Background: an optimization exercise with open tools, aiming at small area. Do not read the settings as production practice. Function was checked by simulation only, so behaviour that the tests miss may differ from the original. No driver is modelled on the clock port, so clock power and skew are understated where the tree is cut down; a real chip needs a root buffer or a tree. Power figures rest on the tool's default switching activity, not on a simulated workload.

==> module pulseDriver, before the edit <==
module pulseDriver (
    input  wire [8:0] angle,
    input  wire       clk, rst_n,
    output reg        pulse
    );
    reg [6:0] r;
    reg [2:0] t;
    reg [8:0] k;
    reg       en;     
    reg       fire;   
    wire clr   = fire | ~rst_n;
    wire rwrap = r[6] & r[5] & r[1] & r[0];    
    wire twrap = t[2] & t[1];                  
    wire tinc  = en & rwrap;
    wire kinc  = tinc & twrap;
    wire [7:0] cr;
    wire [9:0] ck;
    wire [9:0] ge;
    assign cr[0] = en;
    assign ck[0] = kinc;
    assign ge[0] = 1'b0;
    wire [6:0] r_n = (clr | tinc) ? 7'd0 : r ^ cr[6:0];
    wire [2:0] t_n = clr ? 3'd3 : ~tinc ? t :
                     twrap ? 3'd0 : {t[2] ^ (t[1] & t[0]), t[1] ^ t[0], ~t[0]};
    wire [8:0] kk  = k ^ ck[8:0];               
    wire [8:0] k_n = clr ? 9'd440 : kk;
    genvar i;
    generate
        for (i = 0; i < 7; i = i + 1) begin : rc
            assign cr[i+1] = cr[i] & r[i];
        end
        for (i = 0; i < 9; i = i + 1) begin : kc
            assign ck[i+1] = ck[i] & k[i];
            assign ge[i+1] = (angle[i] & ~kk[i]) | ((angle[i] | ~kk[i]) & ge[i]);
        end
    endgenerate
    wire inr = ~angle[8] | (~angle[7] & ~angle[6] & ~angle[5] &
                            ~(angle[4] & angle[3] & angle[2] & angle[1]));   
    wire neg = kk[8] & kk[7];
    always @(posedge clk) begin
        r    <= r_n;
        t    <= t_n;
        k    <= k_n;
        en   <= rst_n & inr;
        fire <= ~clr & inr & ~neg & ~ge[9];
    end
    always @(posedge clk, negedge rst_n)
        if (~rst_n)
            pulse <= 1'b0;
        else
            pulse <= en & (pulse ^ fire);
endmodule
Settings: LEC_CHECK=0, CAP_MARGIN=20, CORE_AREA=2 2 60 60, DIE_AREA=0 0 62.1 62.1, PLACE_DENSITY=0.85, SLEW_MARGIN=20; clock period 12.0 ns.
standard.sh (not shown) runs the stock make flow with config.mk's settings and CLKGATE_MAP_FILE= SYNTH_SCRIPT=/design/flow/synth_recipe.tcl, a recipe that flattens the netlist after the stock synthesis.
==> flow/flow/run.sh <==
#!/bin/bash
# Layout flow: the standard ORFS flow, with these changes to how the
# layout is made:
#  - synthesis maps with an area-only ABC script (flow/abc_area.script) and
#    without the hard adder cells, so the counters and comparator are mapped
#    as plain gates;
#  - the port buffers are the smallest buffer cell;
#  - the ports are all placed on the bottom edge, which keeps the
#    placement compact;
#  - the clock tree is one clkbuf_8 driving every register: CTS runs as usual
#    and flow/flatten_clk.tcl then folds its leaf buffers into the root.
# Each make step writes its full output to a log in this folder; ORFS's own
# per-step logs are under orfs/logs/.
set -euo pipefail
cd "$(dirname "$0")/.."
work=$PWD

rm -rf "$work/abc_scripts"
cp -r "$FLOW_HOME/scripts" "$work/abc_scripts"
cp "$work/flow/abc_area.script" "$work/abc_scripts/abc_area.script"

bash standard.sh SCRIPTS_DIR="$work/abc_scripts" ABC_AREA=1 ADDER_MAP_FILE= synth \
  > "$work/synth.log" 2>&1

bash standard.sh \
  BUFFER_PORTS_ARGS="-buffer_cell sky130_fd_sc_hd__buf_1" \
  CTS_ARGS="-sink_clustering_enable -repair_clock_nets -dont_use_dummy_load -buf_list sky130_fd_sc_hd__clkbuf_8" \
  PLACE_PINS_ARGS="-exclude left:* -exclude right:* -exclude top:*" \
  POST_CTS_TCL="$work/flow/flatten_clk.tcl" \
  finish > "$work/layout.log" 2>&1
==> flow/flow/abc_area.script <==
strash
dc2
dch -f
amap
mfs2
strash
dc2
dch -f
amap
mfs2
strash
dc2
dch -f
amap
topo
==> flow/flow/flatten_clk.tcl <==
# Replace the clock tree that CTS built with its root buffer alone: every
# leaf buffer's sinks move onto the root buffer's output net and the leaf
# buffers are removed. The root buffer is then sized to clkbuf_8.
set block [ord::get_db_block]
set root [$block findInst clkbuf_0_clk]
set root_net [[$root findITerm X] getNet]
foreach inst [$block getInsts] {
  set name [$inst getName]
  if { [string match clkbuf_*_clk $name] && $name ne "clkbuf_0_clk" } {
    set out_net [[$inst findITerm X] getNet]
    foreach it [$out_net getITerms] {
      if { [$it getInst] ne $inst } {
        $it disconnect
        $it connect $root_net
      }
    }
    odb::dbInst_destroy $inst
    odb::dbNet_destroy $out_net
  }
}
$root swapMaster [[ord::get_db] findMaster sky130_fd_sc_hd__clkbuf_8]
detailed_placement
estimate_parasitics -placement
Then changed:
==> flow/design.v (replaced) <==
`timescale 1ns / 1ps
module pulseDriver (
    input  wire [8:0] angle,
    input  wire       clk, rst_n,
    output reg        pulse
    );
    reg [6:0] r;
    reg [2:0] t;
    reg [8:0] k;
    reg       q;
    wire inr  = ~angle[8] | (~angle[7] & ~angle[6] & ~angle[5] &
                             ~(angle[4] & angle[3] & angle[2] & angle[1]));
    wire en   = rst_n & inr;
    wire [9:0] gt;
    assign gt[0] = 1'b0;
    wire neg  = k[8] & k[7];
    wire fire = en & ~neg & ~gt[9];            
    wire clr   = fire | ~rst_n;
    wire rwrap = r[6] & r[5] & r[1] & r[0];    
    wire twrap = t[2] & t[1];                  
    wire tinc  = en & rwrap;
    wire kinc  = tinc & twrap;
    wire [7:0] cr;
    wire [9:0] ck;
    assign cr[0] = en;
    assign ck[0] = kinc;
    genvar i;
    generate
        for (i = 0; i < 7; i = i + 1) begin : rc
            assign cr[i+1] = cr[i] & r[i];
        end
        for (i = 0; i < 9; i = i + 1) begin : kc
            assign ck[i+1] = ck[i] & k[i];
            assign gt[i+1] = (angle[i] & ~k[i]) | ((angle[i] | ~k[i]) & gt[i]);
        end
    endgenerate
    wire [6:0] r_n = (clr | tinc) ? 7'd0 : r ^ cr[6:0];
    wire [2:0] t_n = clr ? 3'd3 : ~tinc ? t :
                     twrap ? 3'd0 : {t[2] ^ (t[1] & t[0]), t[1] ^ t[0], ~t[0]};
    wire [8:0] k_n = clr ? 9'd440 : k ^ ck[8:0];
    always @(posedge clk) begin
        r <= r_n;
        t <= t_n;
        k <= k_n;
        q <= en & (q ^ fire);
    end
    always @(posedge clk, negedge rst_n)
        if (~rst_n)
            pulse <= 1'b0;
        else
            pulse <= q;
endmodule
`timescale 1ns / 1ps
module servoDriver (
    input  wire [8:0] angle,
    output wire       servoPwm,
    input  wire       rst_n, clk
    );
    pulseDriver pd1 (.angle(angle), .clk(clk), .rst_n(rst_n), .pulse(servoPwm));
endmodule
Total power falls by 0.58%.
Clock power rises by about 2%.
Worst setup slack got worse by 1.5 ns.
Cell count rises by 1.1%.
Synthesized cell count rises by 1.7%.
Clock skew is about the same.
Non-clock buffer count stays the same.
Routed wire length rises by 0.39%.
Die area does not change.
Critical path depth rises by 15.
Global-route usage falls by 0.26 points.
First-iteration DRC count rises by 5.2%.
Fmax falls by 30%.
Sequential cell count falls by 1.

## what the ideal ports hide
Ports are ideal in the flow. The routed layouts listed here were re-timed in OpenROAD.
Step 1 assumes that a clkbuf_16 drives the clock port and a buf_2 every other input.
Step 2 adds t to the input delays and takes it off the output delays; t is the mean of the earliest and latest rising clock arrival at the registers after step 1. Input paths then give back, and output paths get back, about the clock's delay inside the block.
Three values: ideal ports, drivers, drivers and shift; two values: the first two.
run | shift t [ns] | slack for setup (ns) | hold WS [ns]
the first run | 0.194 | 8.409 / 8.411 / 8.217 | 0.460 / 0.460 / 0.460
the second run | 0.196 | 6.866 / 6.868 / 6.672 | 0.368 / 0.368 / 0.368
After both steps every run listed still meets setup and hold. For the second run, which loses most, drivers alone change the setup slack by +0.002 ns; drivers and shift together by -0.194 ns.
